Source: an optimization exercise on an open RTL-to-GDS flow (aim: small area and a short achievable clock period). Production flows keep margins and buffers that such runs may drop. The RTL of this run was laid out without a check of its function.

===== flow/design.v =====
module CC_top(
	input  wire              clk,
	input  wire signed [3:0] in_n0,
	input  wire signed [3:0] in_n1,
	input  wire signed [3:0] in_n2,
	input  wire signed [3:0] in_n3,
	input  wire        [2:0] opt,
	output reg  signed [8:0] out_n
);
reg signed [3:0] r_n0, r_n1, r_n2, r_n3;
reg        [2:0] r_opt;
wire signed [8:0] cc_out;
CC cc_0(
	.in_n0(r_n0),
	.in_n1(r_n1),
	.in_n2(r_n2),
	.in_n3(r_n3),
	.opt(r_opt),
	.out_n(cc_out)
);
always @(posedge clk) begin
	r_n0  <= in_n0;
	r_n1  <= in_n1;
	r_n2  <= in_n2;
	r_n3  <= in_n3;
	r_opt <= opt;
	out_n <= cc_out;
end
endmodule

module CC(
	in_n0,
	in_n1,
	in_n2,
	in_n3,
	opt,
	out_n
);
input wire signed [3:0] in_n0, in_n1, in_n2, in_n3;
input wire [2:0] opt;
output wire signed [8:0] out_n;
wire t1 = ~opt[0];
wire t2 = ~in_n0[3];
wire t3 = ~in_n1[3];
wire t4 = ~in_n1[0];
wire t5 = in_n0[0] | t4;
wire t6 = (in_n0[1] & ~in_n1[1]) | (~(in_n0[1] ^ in_n1[1]) & t5);
wire t7 = (in_n0[2] & ~in_n1[2]) | (~(in_n0[2] ^ in_n1[2]) & t6);
wire t8 = (t2 & ~t3) | (~(t2 ^ t3) & t7);
wire t9 = t8 | t1;
wire t10 = ~t9;
wire t11 = ~in_n0[3];
wire t12 = ~in_n2[3];
wire t13 = ~in_n2[0];
wire t14 = in_n0[0] | t13;
wire t15 = (in_n0[1] & ~in_n2[1]) | (~(in_n0[1] ^ in_n2[1]) & t14);
wire t16 = (in_n0[2] & ~in_n2[2]) | (~(in_n0[2] ^ in_n2[2]) & t15);
wire t17 = (t11 & ~t12) | (~(t11 ^ t12) & t16);
wire t18 = t17 | t1;
wire t19 = ~t18;
wire t20 = ~in_n0[3];
wire t21 = ~in_n3[3];
wire t22 = ~in_n3[0];
wire t23 = in_n0[0] | t22;
wire t24 = (in_n0[1] & ~in_n3[1]) | (~(in_n0[1] ^ in_n3[1]) & t23);
wire t25 = (in_n0[2] & ~in_n3[2]) | (~(in_n0[2] ^ in_n3[2]) & t24);
wire t26 = (t20 & ~t21) | (~(t20 ^ t21) & t25);
wire t27 = t26 | t1;
wire t28 = ~t27;
wire t29 = ~in_n1[3];
wire t30 = ~in_n2[3];
wire t31 = ~in_n2[0];
wire t32 = in_n1[0] | t31;
wire t33 = (in_n1[1] & ~in_n2[1]) | (~(in_n1[1] ^ in_n2[1]) & t32);
wire t34 = (in_n1[2] & ~in_n2[2]) | (~(in_n1[2] ^ in_n2[2]) & t33);
wire t35 = (t29 & ~t30) | (~(t29 ^ t30) & t34);
wire t36 = t35 | t1;
wire t37 = ~t36;
wire t38 = ~in_n1[3];
wire t39 = ~in_n3[3];
wire t40 = ~in_n3[0];
wire t41 = in_n1[0] | t40;
wire t42 = (in_n1[1] & ~in_n3[1]) | (~(in_n1[1] ^ in_n3[1]) & t41);
wire t43 = (in_n1[2] & ~in_n3[2]) | (~(in_n1[2] ^ in_n3[2]) & t42);
wire t44 = (t38 & ~t39) | (~(t38 ^ t39) & t43);
wire t45 = t44 | t1;
wire t46 = ~t45;
wire t47 = ~in_n2[3];
wire t48 = ~in_n3[3];
wire t49 = ~in_n3[0];
wire t50 = in_n2[0] | t49;
wire t51 = (in_n2[1] & ~in_n3[1]) | (~(in_n2[1] ^ in_n3[1]) & t50);
wire t52 = (in_n2[2] & ~in_n3[2]) | (~(in_n2[2] ^ in_n3[2]) & t51);
wire t53 = (t47 & ~t48) | (~(t47 ^ t48) & t52);
wire t54 = t53 | t1;
wire t55 = ~t54;
wire t56 = ~(t10 | t19 | t28);
wire t57 = t10 & t19 & t28;
wire t58 = (t10 ^ t19 ^ t28) & ~(t10 & t19 & t28);
wire t59 = ((t10 & t19) | (t10 & t28) | (t19 & t28)) & ~(t10 & t19 & t28);
wire t60 = ~(t9 | t37 | t46);
wire t61 = t9 & t37 & t46;
wire t62 = (t9 ^ t37 ^ t46) & ~(t9 & t37 & t46);
wire t63 = ((t9 & t37) | (t9 & t46) | (t37 & t46)) & ~(t9 & t37 & t46);
wire t64 = ~(t18 | t36 | t55);
wire t65 = t18 & t36 & t55;
wire t66 = (t18 ^ t36 ^ t55) & ~(t18 & t36 & t55);
wire t67 = ((t18 & t36) | (t18 & t55) | (t36 & t55)) & ~(t18 & t36 & t55);
wire t68 = ~(t27 | t45 | t54);
wire t69 = t27 & t45 & t54;
wire t70 = (t27 ^ t45 ^ t54) & ~(t27 & t45 & t54);
wire t71 = ((t27 & t45) | (t27 & t54) | (t45 & t54)) & ~(t27 & t45 & t54);
wire t72 = (t56 & in_n0[0]) | (t60 & in_n1[0]) | (t64 & in_n2[0]) | (t68 & in_n3[0]);
wire t73 = (t56 & in_n0[1]) | (t60 & in_n1[1]) | (t64 & in_n2[1]) | (t68 & in_n3[1]);
wire t74 = (t56 & in_n0[2]) | (t60 & in_n1[2]) | (t64 & in_n2[2]) | (t68 & in_n3[2]);
wire t75 = (t56 & in_n0[3]) | (t60 & in_n1[3]) | (t64 & in_n2[3]) | (t68 & in_n3[3]);
wire t76 = (t58 & in_n0[0]) | (t62 & in_n1[0]) | (t66 & in_n2[0]) | (t70 & in_n3[0]);
wire t77 = (t58 & in_n0[1]) | (t62 & in_n1[1]) | (t66 & in_n2[1]) | (t70 & in_n3[1]);
wire t78 = (t58 & in_n0[2]) | (t62 & in_n1[2]) | (t66 & in_n2[2]) | (t70 & in_n3[2]);
wire t79 = (t58 & in_n0[3]) | (t62 & in_n1[3]) | (t66 & in_n2[3]) | (t70 & in_n3[3]);
wire t80 = (t59 & in_n0[0]) | (t63 & in_n1[0]) | (t67 & in_n2[0]) | (t71 & in_n3[0]);
wire t81 = (t59 & in_n0[1]) | (t63 & in_n1[1]) | (t67 & in_n2[1]) | (t71 & in_n3[1]);
wire t82 = (t59 & in_n0[2]) | (t63 & in_n1[2]) | (t67 & in_n2[2]) | (t71 & in_n3[2]);
wire t83 = (t59 & in_n0[3]) | (t63 & in_n1[3]) | (t67 & in_n2[3]) | (t71 & in_n3[3]);
wire t84 = (t57 & in_n0[0]) | (t61 & in_n1[0]) | (t65 & in_n2[0]) | (t69 & in_n3[0]);
wire t85 = (t57 & in_n0[1]) | (t61 & in_n1[1]) | (t65 & in_n2[1]) | (t69 & in_n3[1]);
wire t86 = (t57 & in_n0[2]) | (t61 & in_n1[2]) | (t65 & in_n2[2]) | (t69 & in_n3[2]);
wire t87 = (t57 & in_n0[3]) | (t61 & in_n1[3]) | (t65 & in_n2[3]) | (t69 & in_n3[3]);
wire t88 = ~in_n0[3];
wire t89 = ~in_n1[3];
wire t90 = ~in_n2[3];
wire t91 = ~in_n3[3];
wire t92 = in_n0[0] ^ in_n1[0] ^ in_n2[0];
wire t93 = (in_n0[0] & in_n1[0]) | (in_n0[0] & in_n2[0]) | (in_n1[0] & in_n2[0]);
wire t94 = in_n0[1] ^ in_n1[1] ^ in_n2[1];
wire t95 = (in_n0[1] & in_n1[1]) | (in_n0[1] & in_n2[1]) | (in_n1[1] & in_n2[1]);
wire t96 = in_n0[2] ^ in_n1[2] ^ in_n2[2];
wire t97 = (in_n0[2] & in_n1[2]) | (in_n0[2] & in_n2[2]) | (in_n1[2] & in_n2[2]);
wire t98 = t88 ^ t89 ^ t90;
wire t99 = (t88 & t89) | (t88 & t90) | (t89 & t90);
wire t100 = t93 ^ t94 ^ in_n3[1];
wire t101 = (t93 & t94) | (t93 & in_n3[1]) | (t94 & in_n3[1]);
wire t102 = t95 ^ t96 ^ in_n3[2];
wire t103 = (t95 & t96) | (t95 & in_n3[2]) | (t96 & in_n3[2]);
wire t104 = t97 ^ t98 ^ t91;
wire t105 = (t97 & t98) | (t97 & t91) | (t98 & t91);
wire [5:0] s106 = {1'b1, t105, t103, t101, t100, t92} + {1'b0, t99, t104, t102, 1'b0, in_n3[0]};
wire t107 = s106[1] | s106[0];
wire t108 = s106[5] & t107;
wire [3:0] s109 = {s106[5], s106[4], s106[3], s106[2]} + {1'b0, 1'b0, 1'b0, t108};
wire t110 = opt[1] & s109[0];
wire t111 = opt[1] & s109[1];
wire t112 = opt[1] & s109[2];
wire t113 = opt[1] & s109[3];
wire t114 = ~t110;
wire t115 = ~t111;
wire t116 = ~t112;
wire t117 = ~t113;
wire [4:0] s118 = {t79, t79, t78, t77, t76} + {t117, t117, t116, t115, t114} + 1'b1;
wire t119 = ~opt[2];
wire t120 = t119 & t80;
wire t121 = opt[2] ? t72 : t81;
wire t122 = opt[2] ? t73 : t82;
wire t123 = opt[2] ? t74 : t83;
wire t124 = opt[2] ? t75 : t83;
wire t125 = t119 & t84;
wire t126 = t119 & t85;
wire t127 = t119 & t86;
wire t128 = t119 & t87;
wire t129 = ~t124;
wire t130 = ~t128;
wire t131 = ~t117;
wire t132 = t121 ^ t126 ^ t114;
wire t133 = (t121 & t126) | (t121 & t114) | (t126 & t114);
wire t134 = t122 ^ t127 ^ t115;
wire t135 = (t122 & t127) | (t122 & t115) | (t127 & t115);
wire t136 = t123 ^ t130 ^ t116;
wire t137 = (t123 & t130) | (t123 & t116) | (t130 & t116);
wire t138 = t129 ^ t131;
wire t139 = ~t138;
wire t140 = t129 | t131;
wire t141 = t135 ^ t136;
wire t142 = ~t141;
wire t143 = t135 | t136;
wire t144 = t143 ^ t137 ^ t139;
wire t145 = (t143 & t137) | (t143 & t139) | (t137 & t139);
wire [5:0] s146 = {t145, t144, t142, t133, t132, t120} + {t140, 1'b0, 1'b0, t134, 1'b1, t125};
wire t147 = s118[0] & s146[0];
wire t148 = s118[0] & s146[1];
wire t149 = s118[0] & s146[2];
wire t150 = s118[0] & s146[3];
wire t151 = s118[0] & s146[4];
wire t152 = ~(s118[0] & s146[5]);
wire t153 = s118[1] & s146[0];
wire t154 = s118[1] & s146[1];
wire t155 = s118[1] & s146[2];
wire t156 = s118[1] & s146[3];
wire t157 = s118[1] & s146[4];
wire t158 = ~(s118[1] & s146[5]);
wire t159 = s118[2] & s146[0];
wire t160 = s118[2] & s146[1];
wire t161 = s118[2] & s146[2];
wire t162 = s118[2] & s146[3];
wire t163 = s118[2] & s146[4];
wire t164 = ~(s118[2] & s146[5]);
wire t165 = s118[3] & s146[0];
wire t166 = s118[3] & s146[1];
wire t167 = s118[3] & s146[2];
wire t168 = s118[3] & s146[3];
wire t169 = s118[3] & s146[4];
wire t170 = ~(s118[3] & s146[5]);
wire t171 = ~(s118[4] & s146[0]);
wire t172 = ~(s118[4] & s146[1]);
wire t173 = ~(s118[4] & s146[2]);
wire t174 = ~(s118[4] & s146[3]);
wire t175 = ~(s118[4] & s146[4]);
wire t176 = opt[2] & t84;
wire t177 = opt[2] & t85;
wire t178 = opt[2] & t86;
wire t179 = opt[2] & t87;
wire t180 = ~t179;
wire t181 = opt[2] & t114;
wire t182 = opt[2] & t115;
wire t183 = opt[2] & t116;
wire t184 = opt[2] & t117;
wire t185 = ~t184;
wire t186 = t147 ^ t176 ^ t181;
wire t187 = (t147 & t176) | (t147 & t181) | (t176 & t181);
wire t188 = t148 ^ t153 ^ t177;
wire t189 = (t148 & t153) | (t148 & t177) | (t153 & t177);
wire t190 = t149 ^ t154 ^ t159;
wire t191 = (t149 & t154) | (t149 & t159) | (t154 & t159);
wire t192 = t150 ^ t155 ^ t160;
wire t193 = (t150 & t155) | (t150 & t160) | (t155 & t160);
wire t194 = t165 ^ t180 ^ t185;
wire t195 = (t165 & t180) | (t165 & t185) | (t180 & t185);
wire t196 = t151 ^ t156 ^ t161;
wire t197 = (t151 & t156) | (t151 & t161) | (t156 & t161);
wire t198 = t152 ^ t157 ^ t162;
wire t199 = (t152 & t157) | (t152 & t162) | (t157 & t162);
wire t200 = t167 ^ t172;
wire t201 = ~t200;
wire t202 = t167 | t172;
wire t203 = t158 ^ t163 ^ t168;
wire t204 = (t158 & t163) | (t158 & t168) | (t163 & t168);
wire t205 = t164 ^ t169 ^ t174;
wire t206 = (t164 & t169) | (t164 & t174) | (t169 & t174);
wire t207 = t187 ^ t188 ^ t182;
wire t208 = (t187 & t188) | (t187 & t182) | (t188 & t182);
wire t209 = t189 ^ t190 ^ t178;
wire t210 = (t189 & t190) | (t189 & t178) | (t190 & t178);
wire t211 = t191 ^ t192 ^ t194;
wire t212 = (t191 & t192) | (t191 & t194) | (t192 & t194);
wire t213 = t193 ^ t195 ^ t196;
wire t214 = (t193 & t195) | (t193 & t196) | (t195 & t196);
wire t215 = t197 ^ t198 ^ t201;
wire t216 = (t197 & t198) | (t197 & t201) | (t198 & t201);
wire t217 = t199 ^ t202 ^ t203;
wire t218 = (t199 & t202) | (t199 & t203) | (t202 & t203);
wire t219 = t206 ^ t170 ^ t175;
wire t220 = (t206 & t170) | (t206 & t175) | (t170 & t175);
wire t221 = t208 ^ t209 ^ t183;
wire t222 = (t208 & t209) | (t208 & t183) | (t209 & t183);
wire t223 = t212 ^ t213 ^ t166;
wire t224 = (t212 & t213) | (t212 & t166) | (t213 & t166);
wire t225 = t216 ^ t217 ^ t173;
wire t226 = (t216 & t217) | (t216 & t173) | (t217 & t173);
wire t227 = t218 ^ t204 ^ t205;
wire t228 = (t218 & t204) | (t218 & t205) | (t204 & t205);
wire t229 = t222 ^ t210 ^ t211;
wire t230 = (t222 & t210) | (t222 & t211) | (t210 & t211);
wire t231 = t224 ^ t214 ^ t215;
wire t232 = (t224 & t214) | (t224 & t215) | (t214 & t215);
wire t233 = t230 ^ t223 ^ t171;
wire t234 = (t230 & t223) | (t230 & t171) | (t223 & t171);
wire [8:0] s235 = {t228, t226, t232, t234, t233, t229, t221, t207, t186} + {t219, t227, t225, t231, 1'b0, 1'b0, 1'b0, 1'b0, opt[2]};
assign out_n = {s235[8], s235[7], s235[6], s235[5], s235[4], s235[3], s235[2], s235[1], s235[0]};
endmodule

===== flow/run.sh =====
#!/bin/bash
# synth_recipe.tcl (not shown) runs the flow's synth.tcl, then flattens the netlist and writes it again
# the make line also repeats each setting of config.mk as NAME=value (left out here)
make -C /OpenROAD-flow-scripts/flow DESIGN_CONFIG=/design/flow/config.mk WORK_HOME=/design/flow/orfs CLKGATE_MAP_FILE= SYNTH_SCRIPT=/design/flow/synth_recipe.tcl finish

===== flow/config.mk =====
export PLATFORM = sky130hd
export DESIGN_NAME = CC_top
export DESIGN_NICKNAME = CC_top
export VERILOG_FILES = /design/flow/design.v
export SDC_FILE = /design/flow/constraint.sdc
export NUM_CORES = 4
export LEC_CHECK = 0
export CAP_MARGIN = 20
export CORE_MARGIN = 2
export CORE_UTILIZATION = 40
export SLEW_MARGIN = 20

===== flow/constraint.sdc =====
create_clock -name core_clock -period 18.0 [get_ports {clk}]
set_input_delay 3.6000 -clock core_clock [delete_from_list [all_inputs] [get_ports {clk}]]
set_output_delay 3.6000 -clock core_clock [all_outputs]
set_load 0.01 [all_outputs]

==> flow_results.org <==
** STA
- For this run, the top clock speed supported by timing is 122 MHz.
- Count of final max-slew check failures :: 0
- Adding up every negative setup slack in the final design gives 0 ps.
- Setup violations remaining at the end of the flow were counted as 0.
- Worst Tran Pin Value :: ~690 ps
- Worst slew margin relative to its limit :: 0.541
- On the final layout, the worst clock skew is 17.1 ps.
- Setup slack of the critical path after layout :: 9820 ps
- Setup repair after global routing missed its margin :: no
- Final period demand of the worst path :: between 8000 and 9000 ps
- Portion of the clock cycle consumed by the worst path in the final layout :: 0.454
- Endpoints failing hold :: 0

** Critical path
- Kind of end point of the critical path :: flop
- Worst setup SP type :: flop
- The critical path is of the reg2reg type.
- Critical Path RT :: 18190 ps
- Arrival time at the worst endpoint :: ~8400 ps
- Largest fanout on the critical path :: 8

** Placement
- Timing analysis after detailed placement gives a worst setup slack of 9830 ps.
- Summed over all nets, the half-perimeter wirelength after detailed placement is approximately 6600 um.
- Placed Cells :: 513
- Post-DP Area :: 3860 um2
- In this run the tool buffered the top-level ports with 28 buffer cells.
- Routability congestion estimate :: 0.891

** Cells and area
- Compared with the post-synthesis result, the final layout area differs by 13.7%.
- Of the cells placed in the final design, the portion with a size suffix greater than 1 is 0.0437.
- Fillers :: around 790
- The net count of the finished layout is slightly above 500.
- Cell area after layout :: 3930 um2
- The finished layout holds 517 standard cells, fillers aside.
- For this run, the share of the core covered by cells in the final layout is 0.474.
- The repair_antennas step left the layout with diodes totalling 0.

** Die
- The die is 97.0 um tall.
- Row Count :: 33
- Pin placement for this block handled 29 I/O pins.
- Starting utilization of the core area :: 0.417
- The floorplan step defined a die boundary enclosing between 9000 and 10000 um2.
- The die is 97.0 um wide.
- CORE AREA :: 8300 um2

** Detailed routing
- The pre-antenna-repair detailed-routing pass consisted of 8 iterations.
- The final layout contains routed wiring with a total length of between 8000 and 9000 um.
- Post-detailed-route DRC marker count :: 0
- In this run the remaining antenna-violating nets after routing total 0.
- The first routing iteration left 224 violations.
- Dividing the detail-routed via count by the number of cells gives between 5 and 6.
- Overall via count from detail_route :: 2761
- After detailed routing, the average wire length per cell comes to 15.9 um.

** Synthesis
- Cell area after synthesis :: 3460 um2
- Fraction of the mapped netlist area in simple logic gates :: 0.177
- Number of flops mapped to enable cells by yosys :: 0
- Count of cell types in the netlist :: a little under 50
- Net count after synthesis :: between 400 and 500
- Yosys top cell by area :: sky130_fd_sc_hd__fa_1
- Post-synthesis average cell area :: 9.04 um2
- Mux share of post-synthesis cell area :: 0.0116
- Number of warnings reported in the yosys synthesis log :: 1
- In this run, synthesis produced a sequential element count of 28.
- Largest cells by area after synthesis :: sky130_fd_sc_hd__fa_1, sky130_fd_sc_hd__ha_1, sky130_fd_sc_hd__dfxtp_1
- After technology mapping, the gate count stands at 383.
- Predominant post-synthesis flop cell :: sky130_fd_sc_hd__dfxtp_1
- Of the total synthesized cell area, the portion taken by full adders, half adders and majority gates is 0.372.
- Counting flops with an async set or reset pin after synthesis yields a share of 0.
- By area, the combinational part of the netlist is dominated by adder cells.
- Compound-cell area share of the yosys netlist :: 0.138
- Of the total synthesized cell area, the portion taken by XOR and XNOR cells is 0.0698.
- Of the synthesized area, sequential elements account for 0.162.
- Post-synth top area share :: 0.202

** Job
- Max cap viols :: 0

** Clock tree
- The tree built by TritonCTS fans out to 28 sinks.
- Clock latency on the worst-skew pair, taken at its later pin, is 290 ps.
- In this run the number of H-tree levels came out at 1.
- CTS tree :: yes
- After clock tree synthesis, the clock-pin slew on the worst setup and hold paths is approximately 120 ps.
- The clock passes through at most 2 buffers.
- Number of clock buffers inserted by TritonCTS :: 3
- CTS placed an instance of sky130_fd_sc_hd__clkbuf_8 at the clock tree root.
- Buffers inserted to repair hold after CTS numbered 0.
- Quantity of gates resized following cts :: 0
- Setup bufs post-CTS :: 0

** Global routing
- Global-route usage over all layers :: 0.184
- The initial antenna violation count is 0.
- The first global-routing pass estimated 14100 um of wire.
- Number of global-route vias before repair :: 2833
- For this run the aggregate overflow at the end of global routing stands at 0.
- Largest net degree at the start of global routing :: 22

** Status
- The flow ran to the end and the layout has no timing, DRC or antenna violations.

** Min path
- In this run the worst hold path is classified as reg2reg.
-- routing by layer --
layer  part of all wire  GRT usage  up-vias  wire length, um
met1               0.48      0.269     1315             3950
met3              0.067     0.0253        6              552
li1                   -          -     1348                -
met4             0.0092     0.0336        0               76
met2               0.44      0.293       92             3640
met5                  0          0        -                0
-- sequential cells by signal, summed over array words and instances, names as in the netlist --
register,cells
out_n,9
r_n2,4
r_n1,4
r_n0,4
r_n3,4
r_opt,3
-- final cells by class --
| cell class | count | area, um2 | area share |
|---|---|---|---|
| flip-flops and latches | 28 | 561 | 0.142 |
| clock inverters | 1 | 30.0 | 0.00763 |
| multi-input cells | 293 | 2660 | 0.676 |
| clock buffers | 3 | 41.3 | 0.0105 |
| inverters | 58 | 223 | 0.0566 |
| repair buffers | 29 | 288 | 0.0732 |
| well taps | 105 | 131 | 0.0334 |
-- per-stage QoR --
| step | hold WS [ps] |
|---|---|
| after floorplan | 461 |
| after global placement | 917 |
| after detailed placement | 918 |
| after CTS | 947 |
| after global routing | 1010 |
| final | 964 |
-- cells by family (layout without fill, tap and decap cells) --
group,Yosys count,after routing
AOI/OAI and AO/OA,67,67
xor gates and xnor gates,26,26
adders and majority gates,82,82
buffers and inverters,62,91
DFF,28,28
muxes,4,4
and+or+nand+nor,114,114
-- path summary, 6_finish.rpt --
kind             from  endpoint  slack [ps]  cells after the start
max reg2reg   r_n1[2]  out_n[8]        9820                     27
min          r_opt[2]  out_n[0]         960                      1
min reg2reg  r_opt[2]  out_n[0]         960                      1
max           r_n1[2]  out_n[8]        9820                     27
-- cell usage after synthesis, types with 2 or more instances --
cell / number
sky130_fd_sc_hd__inv_1: 56
sky130_fd_sc_hd__ha_1: 47
sky130_fd_sc_hd__fa_1: 35
sky130_fd_sc_hd__nand2_1: 29
sky130_fd_sc_hd__dfxtp_1: 28
sky130_fd_sc_hd__nor2_1: 21
sky130_fd_sc_hd__nand3_1: 17
sky130_fd_sc_hd__xnor2_1: 16
sky130_fd_sc_hd__nand2b_1: 13
sky130_fd_sc_hd__a21oi_1: 11
sky130_fd_sc_hd__o21ai_0: 11
sky130_fd_sc_hd__and2_1: 10
sky130_fd_sc_hd__xor2_1: 9
sky130_fd_sc_hd__nor2b_1: 7
sky130_fd_sc_hd__a22oi_1: 6
sky130_fd_sc_hd__a31oi_1: 6
sky130_fd_sc_hd__a32oi_1: 5
sky130_fd_sc_hd__a221oi_1: 4
sky130_fd_sc_hd__a222oi_1: 4
sky130_fd_sc_hd__mux2i_1: 4
sky130_fd_sc_hd__a21o_1: 3
sky130_fd_sc_hd__and3_1: 3
sky130_fd_sc_hd__o21a_1: 3
sky130_fd_sc_hd__a31o_1: 2
sky130_fd_sc_hd__buf_2: 2
sky130_fd_sc_hd__clkbuf_1: 2
sky130_fd_sc_hd__inv_4: 2
sky130_fd_sc_hd__nor3_1: 2
sky130_fd_sc_hd__nor3b_2: 2
sky130_fd_sc_hd__o21ai_1: 2
sky130_fd_sc_hd__o21bai_1: 2
sky130_fd_sc_hd__or2_2: 2
-- cell usage in the layout (no fill, tap or decap), types with 4 or more instances in the layout --
cell and n:
sky130_fd_sc_hd__inv_1 56, sky130_fd_sc_hd__ha_1 47, sky130_fd_sc_hd__fa_1 35, sky130_fd_sc_hd__nand2_1 29, sky130_fd_sc_hd__clkdlybuf4s50_1 28, sky130_fd_sc_hd__dfxtp_1 28
sky130_fd_sc_hd__nor2_1 21, sky130_fd_sc_hd__nand3_1 17, sky130_fd_sc_hd__xnor2_1 16, sky130_fd_sc_hd__nand2b_1 13, sky130_fd_sc_hd__o21ai_0 11, sky130_fd_sc_hd__a21oi_1 11
sky130_fd_sc_hd__and2_1 10, sky130_fd_sc_hd__xor2_1 9, sky130_fd_sc_hd__nor2b_1 7, sky130_fd_sc_hd__a22oi_1 6, sky130_fd_sc_hd__a31oi_1 6, sky130_fd_sc_hd__a32oi_1 5
sky130_fd_sc_hd__mux2i_1 4, sky130_fd_sc_hd__a222oi_1 4, sky130_fd_sc_hd__a221oi_1 4
-- critical path: stages (launching register included) --
cell                       delay (ps)
sky130_fd_sc_hd__dfxtp_1          540
sky130_fd_sc_hd__fa_1             500
sky130_fd_sc_hd__fa_1             470
sky130_fd_sc_hd__ha_1             350
sky130_fd_sc_hd__a31oi_1          270
sky130_fd_sc_hd__o21bai_1          90
sky130_fd_sc_hd__a21oi_1          220
sky130_fd_sc_hd__o21a_1           160
sky130_fd_sc_hd__ha_1             160
sky130_fd_sc_hd__ha_1             160
sky130_fd_sc_hd__xor2_1           140
sky130_fd_sc_hd__nand2_1          150
sky130_fd_sc_hd__fa_1             560
sky130_fd_sc_hd__inv_1             40
sky130_fd_sc_hd__ha_1             200
sky130_fd_sc_hd__fa_1             580
sky130_fd_sc_hd__xor2_1           330
sky130_fd_sc_hd__nor2_1           110
sky130_fd_sc_hd__fa_1             500
sky130_fd_sc_hd__fa_1             490
sky130_fd_sc_hd__inv_1             50
sky130_fd_sc_hd__fa_1             370
sky130_fd_sc_hd__inv_1             80
sky130_fd_sc_hd__fa_1             390
sky130_fd_sc_hd__ha_1             350
sky130_fd_sc_hd__a31oi_1          330
sky130_fd_sc_hd__o21ai_0          150
sky130_fd_sc_hd__xnor3_1          350

## separate check: timing with driven ports
How much do the figures lean on ideal ports? The routed layout below was timed once more, with nothing changed but the port constraints.
Step 1, drivers: a clkbuf_16 drives clk and a buf_2 each remaining input, both assumed.
Step 2, shift: input delay + t, output delay - t, t = (earliest + latest rising clock arrival at the registers) / 2. This alone moves slack from input paths to output paths.
Three values: ideal, step 1, step 2; two values: the first two.
shift t [ns]: 0.317
slack for setup (ns): 9.821 / 9.821 / 9.821
hold WS [ns]: 0.964 / 0.964 / 0.964
latest minus earliest clock arrival (ns): 0.017 / 0.017
pins driven straight from the clock port: 1
After both steps this run still meets setup and hold. The setup slack of this run moves by 0.000 ns with the drivers and by 0.000 ns with both steps.
